Source: an optimization exercise on an open RTL-to-GDS flow (aim: small area). Production flows keep margins and buffers that such runs may drop. The RTL was checked by simulation tests, not by an equivalence proof against the original design. Power figures rest on the tool's default switching activity, not on a simulated workload.

==> flow/design.v, too long to show whole: its modules and the start of the top module <==
// module mult_add: 635 lines
// module rmux: 3 lines
// module bpp: 3 lines
// module fa: 4 lines
// module fa1: 4 lines
// module or2: 3 lines
// module ha: 4 lines
// module xn: 3 lines
// module MAC: 41 lines
module MAC(
input clk,
input rst,
input [16 - 1 : 0] mac_en, 
input [16 * 16 - 1 : 0] img,
input [16 / 8 * 16 - 1 : 0] ker,
input [16 * 28 - 1 : 0] partial_output, 
output [16 * 33 - 1 : 0] result, 
output reg result_vld,
output partial_output_prepare
    );
  // ...
==> flow/flow/run.sh <==
#!/bin/bash
# The standard layout (the standard.sh: standard synthesis, floorplan,
# placement, CTS, routing), with the ports buffered by the smallest buffer
# instead of the one buffer_ports picks on its own.
set -euo pipefail
export BUFFER_PORTS_ARGS="-buffer_cell sky130_fd_sc_hd__buf_1"
bash standard.sh synth > synth.log 2>&1
bash standard.sh finish > finish.log 2>&1
==> flow/standard.sh <==
#!/bin/bash
# synth_recipe.tcl (not shown) runs the flow's synth.tcl, then flattens the netlist and writes it again
# the make line also repeats each setting of config.mk as NAME=value (left out here)
make -C /OpenROAD-flow-scripts/flow DESIGN_CONFIG=/design/flow/config.mk WORK_HOME=/design/flow/orfs CLKGATE_MAP_FILE= SYNTH_SCRIPT=/design/flow/synth_recipe.tcl "${@:-finish}"
==> flow/config.mk <==
export PLATFORM = sky130hd
export DESIGN_NAME = MAC
export DESIGN_NICKNAME = MAC
export VERILOG_FILES = /design/flow/design.v
export SDC_FILE = /design/flow/constraint.sdc
export NUM_CORES = 4
export LEC_CHECK = 0
export ABC_CLOCK_PERIOD_IN_PS = 8500
export CAP_MARGIN = 20
export CORE_MARGIN = 2
export CORE_UTILIZATION = 40
export CTS_BUF_LIST = sky130_fd_sc_hd__clkbuf_8
export PLACE_DENSITY = 0.6
export SLEW_MARGIN = 20
export SYNTH_HIERARCHICAL = 1
export SYNTH_MINIMUM_KEEP_SIZE = 0
==> flow/constraint.sdc <==
create_clock -name core_clock -period 8.5 [get_ports {clk}]
set_input_delay 1.7000 -clock core_clock [delete_from_list [all_inputs] [get_ports {clk}]]
set_output_delay 1.7000 -clock core_clock [all_outputs]
set_load 0.01 [all_outputs]
==> run_results.csv, run 1 <==
group,metric,value,unit
flow_run,cap_violations,0,
die,row_count,205,
synthesis,async_flop_share,0,
sta,max_freq,0.1338,GHz
sta,fin_crit_sh,0.8794,
cells_and_area,clockBufferCount,262,
cells_and_area,largest_reg_flops,528,
routing,wl_per_cell,25.71,um
clocking,clk_pin_slew,80,ps
grt,grt_busiest_layer,"met2",
setup_path,r2r_slack,1020,ps
grt,met3_usage,0.07466,
setup_path,crit_chain,"ha_1 > nor2_2 > fa_1 > fa_1 > fa_1 > fa_1 > fa_1 > fa_1 > fa_1 > ha_1 > fa_1 > a211oi_1 > o21ai_2 > o2111ai_1 > o21a_2 > o21ai_2 > a31oi_1 > fa_1 > inv_1 > a22o_1",
synthesis,postSynthNetCount,14760,
clocking,clock-sinks,1073,
setup_path,crit_arrival,8480,ps
cells_and_area,inv_count,656,
cells_and_area,largest_class,"multi-input gates",
grt,use_met1,0.3694,
synthesis,synth-edff-count,0,
status,status,"finished clean",
setup_path,criticalPathCategory,"register to register",
setup_path,critPathCapture,"mult_add[9].u_mult_add.P[30]",
setup_path,cp.required,9500,ps
grt,grt_pass1_vias,103000,
routing,vias,102300,
clocking,post-cts-setup-buffers,0,
setup_path,cp.depth,20,
cells_and_area,fin_cells,17350,
synthesis,yosysMostFrequentCell,"xnor2_1",
cells_and_area,nets,16480,
power_and_ir_drop,sw_frac_of_total,0.4703,
clocking,cts_hold_buf,0,
synthesis,synth_cells,11240,
setup_path,start_kind,"register",
clocking,root_buffer,"clkbuf_8",
cells_and_area,fin_util,0.4579,
sta,fin_ws,1025,ps
cells_and_area,sh_seq_area,0.1507,
==> run 2: changes to the inputs <==
--- a/flow/design.v
+++ b/flow/design.v
@@ -338,22 +338,22 @@
 wire s33, c34; fa u_s33 (.a(C[7]), .b(pp0_7), .ci(pp1_5), .s(s33), .co(c34));
 wire s35, c36; fa u_s35 (.a(pp2_3), .b(pp3_1), .ci(c26), .s(s35), .co(c36));
 wire s37, c38; fa u_s37 (.a(c28), .b(s33), .ci(c30), .s(s37), .co(c38));
 wire s39, c40; fa u_s39 (.a(s35), .b(s37), .ci(c32), .s(s39), .co(c40));
 wire s41, c42; fa u_s41 (.a(C[8]), .b(ng4), .ci(pp0_8), .s(s41), .co(c42));
 wire s43, c44; fa u_s43 (.a(pp1_6), .b(pp2_4), .ci(pp3_2), .s(s43), .co(c44));
 wire s45, c46; fa u_s45 (.a(pp4_0), .b(c34), .ci(s41), .s(s45), .co(c46));
 wire s47, c48; fa u_s47 (.a(s43), .b(c36), .ci(s45), .s(s47), .co(c48));
-wire s49, c50; ha u_s49 (.a(c38), .b(s47), .s(s49), .co(c50));
+wire s49, c50; fa u_s49 (.a(c38), .b(s47), .ci(c40), .s(s49), .co(c50));
 wire s51, c52; fa u_s51 (.a(C[9]), .b(pp0_9), .ci(pp1_7), .s(s51), .co(c52));
 wire s53, c54; fa u_s53 (.a(pp2_5), .b(pp3_3), .ci(pp4_1), .s(s53), .co(c54));
 wire s55, c56; fa u_s55 (.a(c42), .b(c44), .ci(s51), .s(s55), .co(c56));
 wire s57, c58; fa u_s57 (.a(s53), .b(c46), .ci(s55), .s(s57), .co(c58));
-wire s59, c60; ha u_s59 (.a(c48), .b(s57), .s(s59), .co(c60));
+wire s59, c60; fa u_s59 (.a(c48), .b(s57), .ci(c50), .s(s59), .co(c60));
 wire s61, c62; fa u_s61 (.a(C[10]), .b(ng5), .ci(pp0_10), .s(s61), .co(c62));
 wire s63, c64; fa u_s63 (.a(pp1_8), .b(pp2_6), .ci(pp3_4), .s(s63), .co(c64));
 wire s65, c66; fa u_s65 (.a(pp4_2), .b(pp5_0), .ci(c52), .s(s65), .co(c66));
 wire s67, c68; fa u_s67 (.a(c54), .b(s61), .ci(s63), .s(s67), .co(c68));
 wire s69, c70; fa u_s69 (.a(c56), .b(s65), .ci(s67), .s(s69), .co(c70));
 wire s71, c72; ha u_s71 (.a(c58), .b(s69), .s(s71), .co(c72));
 wire s73, c74; fa u_s73 (.a(C[11]), .b(pp0_11), .ci(pp1_9), .s(s73), .co(c74));
 wire s75, c76; fa u_s75 (.a(pp2_7), .b(pp3_5), .ci(pp4_3), .s(s75), .co(c76));
@@ -454,22 +454,18 @@
 wire s265, c266; fa u_s265 (.a(C[26]), .b(pp5_16), .ci(pp6_14), .s(s265), .co(c266));
 wire s267, c268; fa u_s267 (.a(pp7_12), .b(c258), .ci(s265), .s(s267), .co(c268));
 wire s269, c270; fa u_s269 (.a(c260), .b(s267), .ci(c262), .s(s269), .co(c270));
 wire s271, c272; fa u_s271 (.a(c27n), .b(pp6_15), .ci(pp7_13), .s(s271), .co(c272));
 wire s273, c274; fa u_s273 (.a(c266), .b(s271), .ci(c268), .s(s273), .co(c274));
 wire s275, c276; fa u_s275 (.a(pp6_16), .b(pp7_14), .ci(c272), .s(s275), .co(c276));
 wire s277 = ~pp7_15;
 wire c278 = pp7_15;
-wire g8 = s49 & c40;
-wire p8 = s49 ^ c40;
-wire g9 = c50 & s59;
-wire p9 = c50 ^ s59;
-wire g10 = c60 & s71;
-wire p10 = c60 ^ s71;
+wire g10 = s71 & c60;
+wire p10 = s71 ^ c60;
 wire g11 = s81 & s83;
 wire p11 = s81 ^ s83;
 wire g12 = c84 & s97;
 wire p12 = c84 ^ s97;
 wire g13 = c98 & s111;
 wire p13 = c98 ^ s111;
 wire g14 = c112 & s127;
 wire p14 = c112 ^ s127;
@@ -504,125 +500,113 @@
 wire g29 = s277 & c276;
 wire p29 = s277 ^ c276;
 wire g30 = c278 & pp7_16;
 wire p30 = c278 ^ pp7_16;
 wire g31 = 1'b0 & 1'b1;
 wire p31 = 1'b0 ^ 1'b1;
 wire g32 = 1'b0 & 1'b1;
 wire p32 = 1'b0 ^ 1'b1;
-wire G279 = g9 | (p9 & g8);
-wire P280 = p9 & p8;
-wire G281 = g11 | (p11 & g10);
-wire P282 = p11 & p10;
-wire G283 = g13 | (p13 & g12);
-wire P284 = p13 & p12;
-wire G285 = g15 | (p15 & g14);
-wire P286 = p15 & p14;
-wire G287 = g17 | (p17 & g16);
-wire P288 = p17 & p16;
-wire G289 = g19 | (p19 & g18);
-wire P290 = p19 & p18;
-wire G291 = g21 | (p21 & g20);
-wire P292 = p21 & p20;
-wire G293 = g23 | (p23 & g22);
-wire P294 = p23 & p22;
-wire G295 = g25 | (p25 & g24);
-wire P296 = p25 & p24;
-wire G297 = g27 | (p27 & g26);
-wire P298 = p27 & p26;
-wire G299 = g29 | (p29 & g28);
-wire P300 = p29 & p28;
-wire G301 = g31 | (p31 & g30);
-wire P302 = p31 & p30;
-wire G303 = G281 | (P282 & G279);
-wire P304 = P282 & P280;
-wire G305 = G285 | (P286 & G283);
-wire P306 = P286 & P284;
-wire G307 = G289 | (P290 & G287);
-wire P308 = P290 & P288;
-wire G309 = G293 | (P294 & G291);
-wire P310 = P294 & P292;
-wire G311 = G297 | (P298 & G295);
-wire P312 = P298 & P296;
-wire G313 = G301 | (P302 & G299);
-wire P314 = P302 & P300;
-wire G315 = G305 | (P306 & G303);
-wire P316 = P306 & P304;
-wire G317 = G309 | (P310 & G307);
-wire P318 = P310 & P308;
-wire G319 = G313 | (P314 & G311);
-wire P320 = P314 & P312;
-wire G321 = G317 | (P318 & G315);
-wire P322 = P318 & P316;
-wire G323 = G319 | (P320 & G321);
-wire P324 = P320 & P322;
-wire G325 = G307 | (P308 & G315);
-wire P326 = P308 & P316;
-wire G327 = G311 | (P312 & G321);
-wire P328 = P312 & P322;
-wire G329 = G283 | (P284 & G303);
-wire P330 = P284 & P304;
-wire G331 = G287 | (P288 & G315);
-wire P332 = P288 & P316;
-wire G333 = G291 | (P292 & G325);
-wire P334 = P292 & P326;
-wire G335 = G295 | (P296 & G321);
-wire P336 = P296 & P322;
-wire G337 = G299 | (P300 & G327);
-wire P338 = P300 & P328;
-wire G339 = g10 | (p10 & G279);
-wire P340 = p10 & P280;
-wire G341 = g12 | (p12 & G303);
-wire P342 = p12 & P304;
-wire G343 = g14 | (p14 & G329);
-wire P344 = p14 & P330;
-wire G345 = g16 | (p16 & G315);
-wire P346 = p16 & P316;
-wire G347 = g18 | (p18 & G331);
-wire P348 = p18 & P332;
-wire G349 = g20 | (p20 & G325);
-wire P350 = p20 & P326;
-wire G351 = g22 | (p22 & G333);
-wire P352 = p22 & P334;
-wire G353 = g24 | (p24 & G321);
-wire P354 = p24 & P322;
-wire G355 = g26 | (p26 & G335);
-wire P356 = p26 & P336;
-wire G357 = g28 | (p28 & G327);
-wire P358 = p28 & P328;
-wire G359 = g30 | (p30 & G337);
-wire P360 = p30 & P338;
-wire G361 = g32 | (p32 & G323);
-wire P362 = p32 & P324;
-wire o363 = p9 ^ g8;
-wire o364 = p10 ^ G279;
-wire o365 = p11 ^ G339;
-wire o366 = p12 ^ G303;
-wire o367 = p13 ^ G341;
-wire o368 = p14 ^ G329;
-wire o369 = p15 ^ G343;
-wire o370 = p16 ^ G315;
-wire o371 = p17 ^ G345;
-wire o372 = p18 ^ G331;
-wire o373 = p19 ^ G347;
-wire o374 = p20 ^ G325;
-wire o375 = p21 ^ G349;
-wire o376 = p22 ^ G333;
-wire o377 = p23 ^ G351;
-wire o378 = p24 ^ G321;
-wire o379 = p25 ^ G353;
-wire o380 = p26 ^ G335;
-wire o381 = p27 ^ G355;
-wire o382 = p28 ^ G327;
-wire o383 = p29 ^ G357;
-wire o384 = p30 ^ G337;
-wire o385 = p31 ^ G359;
-wire o386 = p32 ^ G323;
-wire [32:0] sum = {o386, o385, o384, o383, o382, o381, o380, o379, o378, o377, o376, o375, o374, o373, o372, o371, o370, o369, o368, o367, o366, o365, o364, o363, p8, s39, s31, s23, s17, s11, s7, s3, s1};
+wire G279 = g11 | (p11 & g10);
+wire P280 = p11 & p10;
+wire G281 = g13 | (p13 & g12);
+wire P282 = p13 & p12;
+wire G283 = g15 | (p15 & g14);
+wire P284 = p15 & p14;
+wire G285 = g17 | (p17 & g16);
+wire P286 = p17 & p16;
+wire G287 = g19 | (p19 & g18);
+wire P288 = p19 & p18;
+wire G289 = g21 | (p21 & g20);
+wire P290 = p21 & p20;
+wire G291 = g23 | (p23 & g22);
+wire P292 = p23 & p22;
+wire G293 = g25 | (p25 & g24);
+wire P294 = p25 & p24;
+wire G295 = g27 | (p27 & g26);
+wire P296 = p27 & p26;
+wire G297 = g29 | (p29 & g28);
+wire P298 = p29 & p28;
+wire G299 = g31 | (p31 & g30);
+wire P300 = p31 & p30;
+wire G301 = G281 | (P282 & G279);
+wire P302 = P282 & P280;
+wire G303 = G285 | (P286 & G283);
+wire P304 = P286 & P284;
+wire G305 = G289 | (P290 & G287);
+wire P306 = P290 & P288;
+wire G307 = G293 | (P294 & G291);
+wire P308 = P294 & P292;
+wire G309 = G297 | (P298 & G295);
+wire P310 = P298 & P296;
+wire G311 = G303 | (P304 & G301);
+wire P312 = P304 & P302;
+wire G313 = G307 | (P308 & G305);
+wire P314 = P308 & P306;
+wire G315 = G313 | (P314 & G311);
+wire P316 = P314 & P312;
+wire G317 = G305 | (P306 & G311);
+wire P318 = P306 & P312;
+wire G319 = G309 | (P310 & G315);
+wire P320 = P310 & P316;
+wire G321 = G283 | (P284 & G301);
+wire P322 = P284 & P302;
+wire G323 = G287 | (P288 & G311);
+wire P324 = P288 & P312;
+wire G325 = G291 | (P292 & G317);
+wire P326 = P292 & P318;
+wire G327 = G295 | (P296 & G315);
+wire P328 = P296 & P316;
+wire G329 = G299 | (P300 & G319);
+wire P330 = P300 & P320;
+wire G331 = g12 | (p12 & G279);
+wire P332 = p12 & P280;
+wire G333 = g14 | (p14 & G301);
+wire P334 = p14 & P302;
+wire G335 = g16 | (p16 & G321);
+wire P336 = p16 & P322;
+wire G337 = g18 | (p18 & G311);
+wire P338 = p18 & P312;
+wire G339 = g20 | (p20 & G323);
+wire P340 = p20 & P324;
+wire G341 = g22 | (p22 & G317);
+wire P342 = p22 & P318;
+wire G343 = g24 | (p24 & G325);
+wire P344 = p24 & P326;
+wire G345 = g26 | (p26 & G315);
+wire P346 = p26 & P316;
+wire G347 = g28 | (p28 & G327);
+wire P348 = p28 & P328;
+wire G349 = g30 | (p30 & G319);
+wire P350 = p30 & P320;
+wire G351 = g32 | (p32 & G329);
+wire P352 = p32 & P330;
+wire o353 = p11 ^ g10;
+wire o354 = p12 ^ G279;
+wire o355 = p13 ^ G331;
+wire o356 = p14 ^ G301;
+wire o357 = p15 ^ G333;
+wire o358 = p16 ^ G321;
+wire o359 = p17 ^ G335;
+wire o360 = p18 ^ G311;
+wire o361 = p19 ^ G337;
+wire o362 = p20 ^ G323;
+wire o363 = p21 ^ G339;
+wire o364 = p22 ^ G317;
+wire o365 = p23 ^ G341;
+wire o366 = p24 ^ G325;
+wire o367 = p25 ^ G343;
+wire o368 = p26 ^ G315;
+wire o369 = p27 ^ G345;
+wire o370 = p28 ^ G327;
+wire o371 = p29 ^ G347;
+wire o372 = p30 ^ G319;
+wire o373 = p31 ^ G349;
+wire o374 = p32 ^ G329;
+wire [32:0] sum = {o374, o373, o372, o371, o370, o369, o368, o367, o366, o365, o364, o363, o362, o361, o360, o359, o358, o357, o356, o355, o354, o353, p10, s59, s49, s39, s31, s23, s17, s11, s7, s3, s1};
 genvar i;
 generate for (i = 0; i < 16; i = i + 1) begin : ab_in
     rmux u_a (.e1(e1), .d(A[i]), .e0(e0), .q(a_r[i]), .y(a_d[i]));
     rmux u_b (.e1(e1), .d(B[i]), .e0(e0), .q(b_r[i]), .y(b_d[i]));
 end
 for (i = 0; i < 33; i = i + 1) begin : p_in
     rmux u_p (.e1(e1), .d(sum[i]), .e0(e0), .q(P[i]), .y(p_d[i]));
 end
==> run 2 against run 1 <==
Against the previous run: still clean; non-clock buffer count increased by 90; clock power is 5.4% lower; area after synthesis decreased by 0.56%; synthesized cell count decreased by 0.85%; maximum frequency down 3.2%; routed wire length fell by 0.40%; clock-buffer cell count fell by 1; cell area down 0.32%; highest routed layer unchanged.
==> run_results.csv, run 2 <==
group,metric,value,unit
status,status,"finished clean",
synthesis,synth_cells,11140,
die,start_util,0.4023,
grt,grt-ovfl-total,0,
placement,place_ws,71.43,ps
die,boundaryPins,1284,
die,dieHeight,561.5,um
synthesis,synth_top_cell_by_area,"fa_1",
sta,report.final.slew_viol_count,0,
grt,met2_usage,0.4280,
setup_path,criticalPathCategory,"register to register",
grt,track_usage,0.2763,
cells_and_area,layout_commonest_cell,"xnor2_1",
routing,vias,102000,
grt,use_met1,0.3738,
setup_path,crit_arrival,8610,ps
clocking,h-tree-depth,4,
grt,grt_antenna_before_repair,72,
cells_and_area,fin_cells,17270,
synthesis,postSynthNetCount,14600,
sta,fin_ws,775.1,ps
synthesis,synth_area,124300,sq um
synthesis,ys_seq_elements,1073,
routing,postRouteAntennaNets,0,
die,row_count,204,
sta,clock_skew,80.68,ps
synthesis,synth-edff-count,0,
synthesis,ys_top_cells_by_count,"xnor2_1, fa_1, o22ai_1",
routing,drtIter0Drc,9017,
placement,post-dp-hpwl,364.3,mm
sta,setup_violations,0,
sta,rsz0062_at_grt,"false",
die,die_area,315300,sq um
clocking,clkLatencyLatePin,1050,ps
clocking,cts_tree,"yes",
setup_path,start_kind,"register",
synthesis,ys_types,36,
clocking,clock-sinks,1073,
clocking,cts_buffers,206,
grt,grt_pass1_vias,102800,
setup_path,worstSetupEndpointType,"register",
synthesis,synth_seq_area_share,0.1728,
die,core_area,309100,sq um
synthesis,synth_area_leaders,"fa_1, dfxtp_1, xnor2_1, o22ai_1, a22o_1",
clocking,post-cts-setup-buffers,0,
routing,route.detailed.drc,0,
placement,io_buffers,1283,
flow_run,cap_violations,0,
cells_and_area,fin_util,0.4598,
synthesis,async_flop_share,0,
clocking,root_buffer,"clkbuf_8",
sta,hold_violations,0,
grt,grt_max_degree,66,
synthesis,yosysMostFrequentCell,"xnor2_1",
sta,fin_setup_tns,0,ps
routing,drtPass1Iterations,8,
setup_path,cp.required,9380,ps
sta,min_period,7725,ps
power_and_ir_drop,power.density,323.2,nW/um^2
sta,max_freq,0.1295,GHz
setup_path,critPathMaxStageDelay,610,ps
placement,place_inst,16850,
setup_path,cp_slowest_cell,"dfxtp_1",
power_and_ir_drop,p_leak,53.37,nW
setup_path,path_buf_inv,2,
routing,wl_per_cell,25.73,um
clocking,clk_pin_slew,60,ps
cells_and_area,area_growth,14.30,%
setup_path,crit_path_frequent_cell,"fa_1",
sta,slew_headroom,0.2357,
routing,wl,444.1,mm
setup_path,critPathTopFamily,"adder cells",
synthesis,yosysTopAreaCellShare,0.3400,
sta,tightest_slew,1145,ps
placement,gp_congestion,0.9706,
cells_and_area,largest_reg_flops,528,
synthesis,synth_area_per_cell,11.16,sq um
cells_and_area,reg_top3,"mult_add.u_mult_add.P x528, mult_add.u_mult_add.a_r x256, mult_add.u_mult_add.b_r x256",
clocking,cts_hold_buf,0,
grt,grt_busiest_layer,"met2",
hold_path,min_path_type,"register to register",
setup_path,crit_path_max_fanout,15,
cells_and_area,drive_gt1_frac,0.07240,
routing,via_per_inst,5.909,
clocking,clockBufferDepth,4,
setup_path,crit_chain,"buf_4 > nand2_1 > buf_4 > o22ai_1 > fa_1 > fa_1 > fa_1 > fa_1 > fa_1 > fa_1 > fa_1 > fa_1 > fa_1 > ha_1 > fa_1 > a211o_1 > a211oi_2 > or4_4 > a31oi_1 > fa_1 > xor2_1 > a22o_1",
synthesis,ys.flop_type,"dfxtp_1",
clocking,cts_resized,0,
grt,met3_usage,0.06231,
cells_and_area,layout_common_cells,"xnor2_1, fa_1, o22ai_1, buf_1, dfxtp_1",
grt,grt_pass1_wl,666.1,mm
power_and_ir_drop,total_power,45.94,mW
die,die_x,561.5,um
cells_and_area,nets,16400,
cells_and_area,max_flop_register,"mult_add.u_mult_add.P",
power_and_ir_drop,ir_worst_vdd,276.0,uV
synthesis,ys_warn_count,9,
sta,fin_crit_sh,0.9088,
-- run 2: logic make-up (layout without fill, tap and decap cells) --
| kind of cell | after synthesis | in the layout | synth area share |
|---|---|---|---|
| other cells | 0 | 38 | 0 |
| xor+xnor | 2288 | 2288 | 0.1612 |
| fa+ha+maj | 2704 | 2704 | 0.3996 |
| flops | 1073 | 1073 | 0.1728 |
| compound gates | 3728 | 3728 | 0.2169 |
| simple gates | 736 | 736 | 0.03107 |
| buf+inv | 611 | 2578 | 0.01854 |
-- run 2: through the flow --
stage	instance area (sq um)	hold WS (ps)
after floorplan	124300	389.1
after global placement	137100	371.6
after detailed placement	137200	387.4
final	142100	400.6
after CTS	141800	404.6
after global routing	142100	422.1
-- run 2: per-module statistics from Yosys (local to each module, per instance), excerpt --
module / flops+latches / cells / area (sq um) / copies in the design
MAC: 33 / 84 / 983.4 / 1
bpp: 0 / 1 / 6.256 / 1920
fa: 0 / 1 / 20.02 / 1936
ha: 0 / 1 / 12.51 / 176
mult_add: 65 / 234 / 2619 / 16
or2: 0 / 1 / 6.256 / 96
rmux: 0 / 1 / 8.758 / 1040
xn: 0 / 1 / 8.758 / 2144
-- run 2: cell type report --
class,instances,area [sq um]
repair buffers,1594,7191
flip-flops and latches,1073,21480
fillers,29470,167000
diodes,38,95.09
clock buffers,261,3592
multi-input cells,9456,101300
well taps,4120,5155
inverters,608,2282
clock inverters,115,1051
-- run 2: worst paths after layout --
check	from	to	slack, ps	cells after the start
max	mult_add[0].u_mult_add.b_r[1]	mult_add[0].u_mult_add.P[29]	780	22
min	mac_en_d[0][1]	result_vld	400	0
min reg2reg	mac_en_d[0][1]	result_vld	400	0
max reg2reg	mult_add[0].u_mult_add.b_r[1]	mult_add[0].u_mult_add.P[29]	780	22
-- run 2: routing by layer --
layer / vias up / wire (um) / share of wire
met4: 40 / 20250 / 0.046
li1: 45100 / - / -
met5: - / 319 / 0.00072
met2: 4616 / 196800 / 0.44
met1: 51450 / 185700 / 0.42
met3: 821 / 41120 / 0.093
-- run 2: where the power goes --
group          switching, mW  internal, mW  leakage (nW)
Sequential              1.12          6.12          8.87
Clock                   2.63          3.30          2.55
Combinational           17.8          15.0          41.9
==> run 3: changes to the inputs <==
--- a/flow/config.mk
+++ b/flow/config.mk
@@ -8,9 +8,10 @@
 export ABC_CLOCK_PERIOD_IN_PS = 8500
 export CAP_MARGIN = 20
 export CORE_MARGIN = 2
-export CORE_UTILIZATION = 40
-export CTS_BUF_LIST = sky130_fd_sc_hd__clkbuf_8
-export PLACE_DENSITY = 0.6
+export CORE_UTILIZATION = 55
+export CTS_CLUSTER_DIAMETER = 100
+export CTS_CLUSTER_SIZE = 30
+export PLACE_DENSITY = 0.7
 export SLEW_MARGIN = 20
 export SYNTH_HIERARCHICAL = 1
 export SYNTH_MINIMUM_KEEP_SIZE = 0
==> run 3 against run 2 <==
Against the previous run: still clean on timing, DRC and antenna; combinational power grew 2%; core utilization rose by 16 points; clock power shrank 26%; first-iteration DRC count rose by 5.7%; maximum frequency shrank 1.7%; critical endpoint is now mult_add[9].u_mult_add.P[29]; largest power group unchanged.
==> run_results.csv, run 3 <==
group,metric,value,unit
clocking,h-tree-depth,3,
synthesis,synth_cells,11140,
clocking,clock-sinks,1073,
setup_path,critPathTopFamily,"adder cells",
cells_and_area,drive_gt1_frac,0.05841,
cells_and_area,fin_util,0.6191,
sta,slew_headroom,0.2492,
clocking,clk_pin_slew,110,ps
synthesis,postSynthNetCount,14600,
synthesis,ys_types,36,
synthesis,synth-compound-area-share,0.2169,
setup_path,crit_chain,"ha_1 > nor2_2 > fa_1 > fa_1 > fa_1 > fa_1 > fa_1 > fa_1 > fa_1 > fa_1 > fa_1 > ha_1 > fa_1 > a211o_1 > a211oi_2 > buf_4 > or4_4 > a31oi_1 > fa_1 > xor2_1 > a22o_1",
synthesis,synth_area_leaders,"fa_1, dfxtp_1, xnor2_1, o22ai_1, a22o_1",
setup_path,cp.required,9180,ps
sta,clock_skew,65.78,ps
cells_and_area,final_cell_area,139100,sq um
clocking,clockBufferDepth,3,
routing,wl,451.1,mm
cells_and_area,layout_common_cells,"xnor2_1, fa_1, o22ai_1, buf_1, dfxtp_1",
clocking,cts_buffers,72,
setup_path,path_buf_inv,1,
power_and_ir_drop,power.density,323.2,nW/um^2
grt,track_usage,0.3874,
sta,report.final.slew_viol_count,0,
placement,placed_area,135700,sq um
synthesis,ys_warn_count,9,
die,dieHeight,479.5,um
cells_and_area,seq_area,21480,sq um
sta,rsz0062_at_grt,"false",
clocking,cts_hold_buf,0,
cells_and_area,area_growth,11.87,%
placement,gp_congestion,1.015,
setup_path,start_kind,"register",
placement,post-dp-hpwl,368.1,mm
status,status,"finished clean",
setup_path,crit_arrival,8540,ps
synthesis,synth_area,124300,sq um
routing,drtPass1Iterations,6,
synthesis,synth_fa_ha_area_frac,0.3996,
die,core_area,224700,sq um
power_and_ir_drop,ir_worst_vdd,324.6,uV
routing,wl_per_cell,28.30,um
power_and_ir_drop,total_power,44.96,mW
sta,hold_violations,0,
routing,vias,103300,
sta,min_period,7858,ps
clocking,post-cts-setup-buffers,0,
setup_path,crit_path_frequent_cell,"fa_1",
cells_and_area,multi_input_area,101300,sq um
synthesis,ys_top_cells_by_count,"xnor2_1, fa_1, o22ai_1",
grt,grt_pass1_vias,105900,
setup_path,r2r_start,"mult_add[9].u_mult_add.b_r[1]",
synthesis,ys.flop_type,"dfxtp_1",
synthesis,synth_top_cell_by_area,"fa_1",
synthesis,synth_top_family_by_area,"adder cells",
placement,io_buffers,1283,
clocking,root_buffer,"clkbuf_16",
sta,max_freq,0.1273,GHz
clocking,cts_resized,0,
synthesis,async_flop_share,0,
setup_path,critPathMaxStageDelay,790,ps
setup_path,cp_slowest_cell,"nor2_2",
setup_path,startpoint,"mult_add[9].u_mult_add.b_r[1]",
setup_path,worstSetupEndpointType,"register",
synthesis,yosysTopAreaCellShare,0.3400,
sta,fin_ws,642.4,ps
cells_and_area,reg_top3,"mult_add.u_mult_add.P x528, mult_add.u_mult_add.a_r x256, mult_add.u_mult_add.b_r x256",
sta,tightest_slew,1125,ps
clocking,clkLatencyLatePin,790,ps
routing,via_per_inst,6.482,
cells_and_area,largest_reg_flops,528,
die,die_x,479.5,um
cells_and_area,nets,16260,
setup_path,crit_path_max_fanout,17,
synthesis,synth_seq_area_share,0.1728,
sta,fin_crit_sh,0.9244,
synthesis,synth.area.mux_share,0,
power_and_ir_drop,p_leak,52.19,nW
routing,route.detailed.drc,0,
synthesis,ys_seq_elements,1073,
hold_path,min_path_type,"register to register",
cells_and_area,max_flop_register,"mult_add.u_mult_add.P",
synthesis,yosys.area_share.simple,0.03107,
routing,drtIter0Drc,9533,
flow_run,cap_violations,0,
synthesis,yosysMostFrequentCell,"xnor2_1",
sta,setup_violations,0,
grt,grt_antenna_before_repair,140,
cells_and_area,fill_cells,18950,
die,row_count,174,
cells_and_area,layout_commonest_cell,"xnor2_1",
die,boundaryPins,1284,
synthesis,synth_xor_area_frac,0.1612,
grt,grt_pass1_wl,674.2,mm
die,die_area,229900,sq um
die,start_util,0.5534,
setup_path,criticalPathCategory,"register to register",
hold_path,hold_start,"mac_en_d[0][1]",
routing,postRouteAntennaNets,0,
grt,grt_max_degree,66,
grt,grt-ovfl-total,0,
synthesis,synth_area_per_cell,11.16,sq um
clocking,cts_tree,"yes",
placement,place_ws,-89.86,ps
synthesis,synth-edff-count,0,
run 3: cell counts after synthesis:
No cell type changed its count.
run 3: final timing paths:
kind	to	slack, ps	depth (start not counted)
min reg2reg	result_vld	370	0
max	mult_add[9].u_mult_add.P[29]	640	21
max reg2reg	mult_add[9].u_mult_add.P[29]	640	21
min	result_vld	370	0
run 3: layer usage:
| metal | track usage | routed length, um |
|---|---|---|
| met3 | 0.09874 | 44740 |
| met1 | 0.4960 | 174200 |
| met4 | 0.2436 | 32580 |
| met2 | 0.5876 | 199200 |
| met5 | 0 | 413 |
run 3: layout make-up:
| class | instances | area share |
|---|---|---|
| Timing Repair Buffer | 1588 | 0.05145 |
| Multi-Input combinational cell | 9456 | 0.7282 |
| Clock inverter | 55 | 0.007007 |
| Inverter | 608 | 0.01641 |
| Antenna cell | 89 | 0.001601 |
| Sequential cell | 1073 | 0.1544 |
| Tap cell | 2992 | 0.02691 |
| Clock buffer | 78 | 0.01395 |
run 3: worst reg2reg max path, stage by stage (launching register included):
cell      delay, ps
dfxtp_1         460
ha_1            280
nor2_2          790
fa_1            590
fa_1            420
fa_1            430
fa_1            420
fa_1            400
fa_1            410
fa_1            390
fa_1            380
fa_1            400
ha_1            230
fa_1            430
a211o_1         330
a211oi_2        260
buf_4           180
or4_4           140
a31oi_1         100
fa_1            390
xor2_1          170
a22o_1          200
run 3: report_power, final:
part	internal, mW	switching [mW]
clock	1.89	2.47
combinational	15.1	18.3
sequential	6.11	1.09
run 3: kinds of logic after synthesis:
family,Yosys count
compound gates,3728
fa+ha+maj,2704
xor+xnor,2288
flops,1073
simple gates,736
buf+inv,611
run 3: per-module statistics from Yosys, one instance, submodules excluded, excerpt:
module	times used	area, sq um
rmux	1040	8.758
MAC	1	983.4
fa	1936	20.02
bpp	1920	6.256
mult_add	16	2619
or2	96	6.256
ha	176	12.51
xn	2144	8.758
run 3: metrics by stage:
step | setup TNS [ps] | std cells | hold slack [ps]
2_1_floorplan | 0 | 11140 | 389.1
3_3_place_gp | 0 | 15710 | 354.4
3_5_place_dp | -182.5 | 15710 | 361.3
4_1_cts | 0 | 15850 | 372.4
5_1_grt | 0 | 15910 | 380.2
6_report | 0 | 15940 | 373.7

separate check: timing with driven ports:
Ports are ideal in the flow. The routed layouts listed here were re-timed in OpenROAD. Step 1 sets driving cells, clkbuf_16 on the clock port and buf_2 on the other inputs (assumed; they add their load-dependent delay and slew). Step 2 moves the port delays by t, midway between the first and last clock arrival at a register: inputs arrive t later, outputs are due t later. That takes back most of the time a late clock gives input paths. Slacks: ideal / step 1 / step 2; pairs: ideal / step 1.
| run | shift t [ns] | setup WS [ns] | hold WS [ns] | slew at the worst register clock pin (ns) | pins driven straight from the clock port |
|---|---|---|---|---|---|
| run 1 | 1.150 | 1.025 / 1.025 / 0.564 | 0.435 / 0.435 / 0.435 | 0.08 / 0.08 | 1 |
| run 2 | 1.101 | 0.775 / 0.775 / 0.024 | 0.401 / 0.401 / 0.401 | 0.08 / 0.08 | 1 |
| run 3 | 0.856 | 0.642 / 0.642 / -0.099 | 0.374 / 0.374 / 0.374 | 0.12 / 0.12 | 1 |
With both steps, setup timing fails in run 3, where it was met with ideal ports. For run 2, which loses most, drivers alone change the setup slack by 0.000 ns; drivers and shift together by -0.751 ns.
